This is an optimization exercise on Yosys and OpenROAD, whose aim is small area, a short achievable clock period and few clock cycles, not a production implementation. Only simulation tests tie the RTL to the original design; equivalence was not proved.

the previous run:
==> flow/design.v <==
`timescale 1ns / 1ps
module pawd_crack(
    input clk,
    input reset_n,
    input [0:127] password_hash,
    input [4:0] blocknum,
    input btn_pressed,
    output reg find,
    output [7:0] out0,
    output [7:0] out1,
    output [7:0] out2,
    output [7:0] out3,
    output [7:0] out4,
    output [7:0] out5,
    output [7:0] out6,
    output [7:0] out7
    );
    localparam [31:0] IVA = 32'h67452301, IVB = 32'hefcdab89,
                      IVC = 32'h98badcfe, IVD = 32'h10325476;
    localparam [1:0] IDLE = 2'd0, LOAD = 2'd1, RUN = 2'd2, DONE = 2'd3;
    function [31:0] kpn; input [5:0] r; begin
        kpn =
            ({32{r == 6'd0}} & 32'h18f7e786) |
            ({32{r == 6'd1}} & 32'h2420715b) |
            ({32{r == 6'd2}} & 32'hc1bdceee) |
            ({32{r == 6'd3}} & 32'hf57c0faf) |
            ({32{r == 6'd4}} & 32'h4787c62a) |
            ({32{r == 6'd5}} & 32'ha8304613) |
            ({32{r == 6'd6}} & 32'hfd469501) |
            ({32{r == 6'd7}} & 32'h698098d8) |
            ({32{r == 6'd8}} & 32'h8b44f7af) |
            ({32{r == 6'd9}} & 32'hffff5bb1) |
            ({32{r == 6'd10}} & 32'h895cd7be) |
            ({32{r == 6'd11}} & 32'h6b901122) |
            ({32{r == 6'd12}} & 32'hfd987193) |
            ({32{r == 6'd13}} & 32'ha67943ce) |
            ({32{r == 6'd14}} & 32'h49b40821) |
            ({32{r == 6'd15}} & 32'h264e5592) |
            ({32{r == 6'd16}} & 32'hc040b340) |
            ({32{r == 6'd17}} & 32'h265e5a51) |
            ({32{r == 6'd18}} & 32'h19e6f7da) |
            ({32{r == 6'd19}} & 32'hd62f105d) |
            ({32{r == 6'd20}} & 32'h02441453) |
            ({32{r == 6'd21}} & 32'hd8a1e681) |
            ({32{r == 6'd22}} & 32'he7d3fbc8) |
            ({32{r == 6'd23}} & 32'h21e1cde6) |
            ({32{r == 6'd24}} & 32'hc3370816) |
            ({32{r == 6'd25}} & 32'hf4d50d87) |
            ({32{r == 6'd26}} & 32'h455a14ed) |
            ({32{r == 6'd27}} & 32'ha9e3e905) |
            ({32{r == 6'd28}} & 32'hfcefa478) |
            ({32{r == 6'd29}} & 32'h676f02d9) |
            ({32{r == 6'd30}} & 32'h8d2a4c8a) |
            ({32{r == 6'd31}} & 32'hfffa3942) |
            ({32{r == 6'd32}} & 32'h8771f681) |
            ({32{r == 6'd33}} & 32'h6d9d6122) |
            ({32{r == 6'd34}} & 32'hfde5384c) |
            ({32{r == 6'd35}} & 32'hd4ef1a74) |
            ({32{r == 6'd36}} & 32'h4bdecfa9) |
            ({32{r == 6'd37}} & 32'hf6bb4b60) |
            ({32{r == 6'd38}} & 32'hbebfbc70) |
            ({32{r == 6'd39}} & 32'h289b7ec6) |
            ({32{r == 6'd40}} & 32'h1ad1582a) |
            ({32{r == 6'd41}} & 32'hd4ef3085) |
            ({32{r == 6'd42}} & 32'h04881d05) |
            ({32{r == 6'd43}} & 32'hd9d4d039) |
            ({32{r == 6'd44}} & 32'he6db99e5) |
            ({32{r == 6'd45}} & 32'h1fa27cf8) |
            ({32{r == 6'd46}} & 32'hc4ac56e5) |
            ({32{r == 6'd47}} & 32'h24595274) |
            ({32{r == 6'd48}} & 32'h432aff97) |
            ({32{r == 6'd49}} & 32'hab9423e7) |
            ({32{r == 6'd50}} & 32'hfc93a039) |
            ({32{r == 6'd51}} & 32'h655b59c3) |
            ({32{r == 6'd52}} & 32'h8f0ccc92) |
            ({32{r == 6'd53}} & 32'hffeff47d) |
            ({32{r == 6'd54}} & 32'hb5b48e01) |
            ({32{r == 6'd55}} & 32'h6fa87e4f) |
            ({32{r == 6'd56}} & 32'hfe2ce6e0) |
            ({32{r == 6'd57}} & 32'ha3014314) |
            ({32{r == 6'd58}} & 32'h4e0811a1) |
            ({32{r == 6'd59}} & 32'hf7537e82) |
            ({32{r == 6'd60}} & 32'hbd3af235) |
            ({32{r == 6'd61}} & 32'h2ad7d33b) |
            ({32{r == 6'd62}} & 32'heb86d391) |
            ({32{r == 6'd63}} & 32'h079ad4a8);
    end endfunction
    function [1:0] xseln; input [5:0] r; begin
        xseln = {r == 6'd0 | r == 6'd15 | r == 6'd35 | r == 6'd54,
                 r == 6'd18 | r == 6'd40 | r == 6'd47 | r == 6'd63};
    end endfunction
    localparam [31:0] S0C = 32'h6edff7a9;  
    function [4:0] rotamt; input [5:0] r; begin
        case ({r[5:4], r[1:0]})
            4'd0: rotamt = 5'd7;   4'd1: rotamt = 5'd12; 4'd2: rotamt = 5'd17; 4'd3: rotamt = 5'd22;
            4'd4: rotamt = 5'd5;   4'd5: rotamt = 5'd9;  4'd6: rotamt = 5'd14; 4'd7: rotamt = 5'd20;
            4'd8: rotamt = 5'd4;   4'd9: rotamt = 5'd11; 4'd10: rotamt = 5'd16; 4'd11: rotamt = 5'd23;
            4'd12: rotamt = 5'd6;  4'd13: rotamt = 5'd10; 4'd14: rotamt = 5'd15; default: rotamt = 5'd21;
        endcase
    end endfunction
    function [31:0] xw0; input [31:0] d; begin
        xw0 = {4'h0, d[19:16], 4'h0, d[23:20], 4'h0, d[27:24], 4'h0, d[31:28]};
    end endfunction
    function [31:0] xw1; input [31:0] d; begin
        xw1 = {4'h0, d[3:0], 4'h0, d[7:4], 4'h0, d[11:8], 4'h0, d[15:12]};
    end endfunction
    reg [1:0] st;
    reg ph;               
    reg [6:0] rnd;        
    reg [31:0] G;         
    reg a0, a1;           
    reg hl, hf;           
    reg dk;               
    reg ld1;              
    reg [31:0] S, B, C, D;         
    reg [31:0] T1, D1, B1, C1;     
    reg [4:0] sh1;
    reg [5:0] rb;         
    reg [1:0] xs;         
    reg [3:0] fg;         
    reg ck;               
    reg [3:0] kc;         
    reg [31:0] Hc;        
    assign out0 = {4'h3, G[31:28]};
    assign out1 = {4'h3, G[27:24]};
    assign out2 = {4'h3, G[23:20]};
    assign out3 = {4'h3, G[19:16]};
    assign out4 = {4'h3, G[15:12]};
    assign out5 = {4'h3, G[11:8]};
    assign out6 = {4'h3, G[7:4]};
    assign out7 = {4'h3, G[3:0]};
    reg [31:0] G2;
    reg cy;
    integer j;
    always @(*) begin
        if (G[3:0] == 4'd8) begin G2[3:0] = 4'd0; cy = 1'b1; end
        else begin G2[3:0] = G[3:0] + 4'd2; cy = 1'b0; end
        for (j = 1; j < 8; j = j + 1) begin
            if (cy) begin
                if (G[4*j +: 4] == 4'd9) G2[4*j +: 4] = 4'd0;
                else begin G2[4*j +: 4] = G[4*j +: 4] + 4'd1; cy = 1'b0; end
            end else G2[4*j +: 4] = G[4*j +: 4];
        end
    end
    wire [31:0] F = ({32{fg[0]}} & ((B & C) | (~B & D)))
                  | ({32{fg[1]}} & ((D & B) | (~D & C)))
                  | ({32{fg[2]}} & (B ^ C ^ D))
                  | ({32{fg[3]}} & (C ^ (B | ~D)));
    wire [31:0] Gt = {G[31:1], ph};    
    wire [31:0] Xn = ({32{xs[0]}} & xw0(Gt)) | ({32{xs[1]}} & xw1(Gt));
    always @(posedge clk) begin
        T1 <= S + F + Xn;
        D1 <= D;
        B1 <= B;
        C1 <= C;
        sh1 <= rotamt(rnd[5:0]);
        rb <= rnd[5:0];
    end
    wire [63:0] T1d = {T1, T1} << sh1;
    wire [31:0] Bn = B1 + T1d[63:32];
    wire [31:0] Sn = D1 + kpn(rb);       
    wire [31:0] Kc = ({32{kc[0]}} & IVA) | ({32{kc[1]}} & IVD)
                   | ({32{kc[2]}} & IVC) | ({32{kc[3]}} & IVB);
    wire [31:0] cin = B ^ Kc ^ Hc;
    wire [31:0] cout = (B & Kc) | (B & cin) | (Kc & cin);
    wire hit = ~cin[0] & (cin[31:1] == cout[30:0]);
    wire run = (st == RUN);
    wire n0 = a0 & hl;
    wire n1 = a1 & hf;
    wire last = rnd[6] & rnd[0];                     
    wire found = run && dk && last && (n0 | n1);
    wire drop = run && dk && !(n0 | n1);
    wire load0 = (st == LOAD) || drop;               
    always @(posedge clk) begin
        if (!reset_n) begin
            st <= IDLE;
            find <= 1'b0;
        end else begin
            case (st)
                IDLE: if (btn_pressed) st <= LOAD;
                LOAD: st <= RUN;
                RUN: if (found) begin st <= DONE; find <= 1'b1; end
                default: ;
            endcase
        end
    end
    always @(posedge clk) begin
        if (st == IDLE)
            G <= (blocknum < 5'd20) ? {blocknum[4:1], blocknum[0] ? 4'd5 : 4'd0, 24'd0} : 32'd0;
        else if (drop)
            G <= G2;
        else if (found && !n0)
            G <= {G[31:1], 1'b1};
    end
    always @(posedge clk) begin
        if (load0 || ld1) begin
            S <= S0C;
            B <= IVB;
            C <= IVC;
            D <= IVD;
        end else begin
            S <= Sn;
            B <= Bn;
            C <= B1;
            D <= C1;
        end
    end
    wire [6:0] rn = rnd + 7'd1;
    always @(posedge clk) begin
        ld1 <= load0;
        if (ck) begin
            if (ph) hf <= hit;
            else hl <= hit;
        end
        if (load0) begin
            ph <= 1'b0;
            rnd <= 7'd0;
            a0 <= 1'b1;
            a1 <= 1'b1;
            dk <= 1'b0;
            xs <= 2'b01;
            fg <= 4'b0001;
            ck <= 1'b0;
        end else begin
            ph <= ~ph;
            dk <= ph & ck;
            if (dk) begin a0 <= n0; a1 <= n1; end
            if (ph) begin
                rnd <= rn;
                xs <= xseln(rnd[5:0]);
                fg <= 4'b0001 << rn[5:4];
                ck <= (rn >= 7'd61) && (rn <= 7'd64);
                kc <= 4'b0001 << (rn[1:0] - 2'd1);
                case (rn[1:0])
                    2'd1: Hc <= {password_hash[24:31], password_hash[16:23], password_hash[8:15], password_hash[0:7]};
                    2'd2: Hc <= {password_hash[120:127], password_hash[112:119], password_hash[104:111], password_hash[96:103]};
                    2'd3: Hc <= {password_hash[88:95], password_hash[80:87], password_hash[72:79], password_hash[64:71]};
                    default: Hc <= {password_hash[56:63], password_hash[48:55], password_hash[40:47], password_hash[32:39]};
                endcase
            end
        end
    end
endmodule
==> flow/config.mk <==
export PLATFORM = sky130hd
export DESIGN_NAME = pawd_crack
export DESIGN_NICKNAME = pawd_crack
export VERILOG_FILES = /design/flow/design.v
export SDC_FILE = /design/flow/constraint.sdc
export NUM_CORES = 4
export LEC_CHECK = 0
export ABC_AREA = 1
export CAP_MARGIN = 20
export CORE_MARGIN = 2
export CORE_UTILIZATION = 40
export PLACE_DENSITY = 0.6
export SLEW_MARGIN = 20
==> flow/constraint.sdc <==
create_clock -name core_clock -period 10.0 [get_ports {clk}]
set_input_delay 2.0000 -clock core_clock [delete_from_list [all_inputs] [get_ports {clk}]]
set_output_delay 2.0000 -clock core_clock [all_outputs]
set_load 0.01 [all_outputs]
standard.sh (not shown) runs the stock make flow with config.mk's settings and CLKGATE_MAP_FILE= SYNTH_SCRIPT=/design/flow/synth_recipe.tcl, a recipe that flattens the netlist after the stock synthesis.
==> flow/flow/run.sh <==
#!/bin/bash
set -o pipefail
export BUFFER_PORTS_ARGS="-buffer_cell sky130_fd_sc_hd__buf_1"
export SETUP_SLACK_MARGIN=6.2
bash standard.sh > standard.log 2>&1
Testbench counts of the previous run, summed over its fixed seeds: cycles 213,774.
## Diff of input files: the current run against the previous run
--- a/flow/design.v
+++ b/flow/design.v
@@ -142,14 +142,31 @@
             end else G2[4*j +: 4] = G[4*j +: 4];
         end
     end
+    function [31:0] padd; input [31:0] x, y;
+        reg [31:0] g, p, gn, pn;
+        integer l, i, jj;
+        begin
+            g = x & y; p = x ^ y;
+            for (l = 0; l < 5; l = l + 1) begin
+                gn = g; pn = p;
+                for (i = 0; i < 32; i = i + 1) begin
+                    if ((i >> l) & 1) begin jj = ((i >> l) << l) - 1; gn[i] = g[i] | (p[i] & g[jj]); pn[i] = p[i] & p[jj]; end
+                end
+                g = gn; p = pn;
+            end
+            padd = (x ^ y) ^ {g[30:0], 1'b0};
+        end
+    endfunction
     wire [31:0] F = ({32{fg[0]}} & ((B & C) | (~B & D)))
                   | ({32{fg[1]}} & ((D & B) | (~D & C)))
                   | ({32{fg[2]}} & (B ^ C ^ D))
                   | ({32{fg[3]}} & (C ^ (B | ~D)));
     wire [31:0] Gt = {G[31:1], ph};    
     wire [31:0] Xn = ({32{xs[0]}} & xw0(Gt)) | ({32{xs[1]}} & xw1(Gt));
-    always @(posedge clk) begin
-        T1 <= S + F + Xn;
+    wire [31:0] cs = S ^ F ^ Xn;
+    wire [31:0] cc = (S & F) | (S & Xn) | (F & Xn);
+    always @(posedge clk) begin
+        T1 <= padd(cs, {cc[30:0], 1'b0});
         D1 <= D;
         B1 <= B;
         C1 <= C;
@@ -157,8 +174,8 @@
         rb <= rnd[5:0];
     end
     wire [63:0] T1d = {T1, T1} << sh1;
-    wire [31:0] Bn = B1 + T1d[63:32];
-    wire [31:0] Sn = D1 + kpn(rb);       
+    wire [31:0] Bn = padd(B1, T1d[63:32]);
+    wire [31:0] Sn = padd(D1, kpn(rb));       
     wire [31:0] Kc = ({32{kc[0]}} & IVA) | ({32{kc[1]}} & IVD)
                    | ({32{kc[2]}} & IVC) | ({32{kc[3]}} & IVB);
     wire [31:0] cin = B ^ Kc ^ Hc;
@@ -206,8 +223,16 @@
         end
     end
     wire [6:0] rn = rnd + 7'd1;
+    wire [6:0] rs = ph ? rn : rnd;      
     always @(posedge clk) begin
         ld1 <= load0;
+        kc <= 4'b0001 << (rs[1:0] - 2'd1);
+        case (rs[1:0])
+            2'd1: Hc <= {password_hash[24:31], password_hash[16:23], password_hash[8:15], password_hash[0:7]};
+            2'd2: Hc <= {password_hash[120:127], password_hash[112:119], password_hash[104:111], password_hash[96:103]};
+            2'd3: Hc <= {password_hash[88:95], password_hash[80:87], password_hash[72:79], password_hash[64:71]};
+            default: Hc <= {password_hash[56:63], password_hash[48:55], password_hash[40:47], password_hash[32:39]};
+        endcase
         if (ck) begin
             if (ph) hf <= hit;
             else hl <= hit;
@@ -228,16 +253,9 @@
             if (ph) begin
                 rnd <= rn;
                 xs <= xseln(rnd[5:0]);
-                fg <= 4'b0001 << rn[5:4];
-                ck <= (rn >= 7'd61) && (rn <= 7'd64);
-                kc <= 4'b0001 << (rn[1:0] - 2'd1);
-                case (rn[1:0])
-                    2'd1: Hc <= {password_hash[24:31], password_hash[16:23], password_hash[8:15], password_hash[0:7]};
-                    2'd2: Hc <= {password_hash[120:127], password_hash[112:119], password_hash[104:111], password_hash[96:103]};
-                    2'd3: Hc <= {password_hash[88:95], password_hash[80:87], password_hash[72:79], password_hash[64:71]};
-                    default: Hc <= {password_hash[56:63], password_hash[48:55], password_hash[40:47], password_hash[32:39]};
-                endcase
             end
+            fg <= 4'b0001 << rs[5:4];
+            ck <= (rs >= 7'd61) && (rs <= 7'd64);
         end
     end
 endmodule
Post-synthesis instance area (lower): the current run
Between the current run and the previous run, it is the current run whose number of well taps is lower, by about 9%.
Cell count shrinks by a little under 10% when moving from the previous run to the current run.
From the previous run to the current run the numbers moved as follows: maximum clock frequency now sits lower, die area decreased by 4400 um2 relative to the old numbers, area growth from synthesis to layout rose by 2.6 points, summed area of non-filler cells in the final layout lost about 5%.
NOTE first-pass GRT wire length the previous run->the current run decreased by more than 10%
Max-slew violation count: the current run vs the previous run identical
Of the previous run and the current run, the lower total instance count after detailed placement belongs to the current run.
Final-layout worst hold slack (the current run over the previous run): increase, 0.0078 ns
Testbench counts of the current run, summed over its fixed seeds: cycles 213,774.

## port drivers added, routing unchanged
The flow's constraints put no driver on any port. The routed layouts listed below were extracted and timed again, unchanged, in two steps.
Step 1 (the two cells are an assumption about what drives the block):
set clk [get_ports {clk}]
set_driving_cell -lib_cell sky130_fd_sc_hd__clkbuf_16 $clk
set_driving_cell -lib_cell sky130_fd_sc_hd__buf_2 [delete_from_list [all_inputs] $clk]
Step 2 adds t to the input delays and takes it off the output delays; t is the mean of the earliest and latest rising clock arrival at the registers after step 1. Input paths then give back, and output paths get back, about the clock's delay inside the block.
Three values: no drivers, after step 1, after step 2; two values: the first two.
run	t, ns	setup slack, ns	hold slack, ns	slew at the worst register clock pin (ns)	pins driven straight from the clock port
the previous run	0.637	6.211 / 6.211 / 6.211	0.368 / 0.368 / 0.368	0.08 / 0.08	1
the current run	0.617	6.161 / 6.161 / 6.161	0.376 / 0.376 / 0.376	0.07 / 0.07	1
After both steps setup and hold are still met in every run listed.
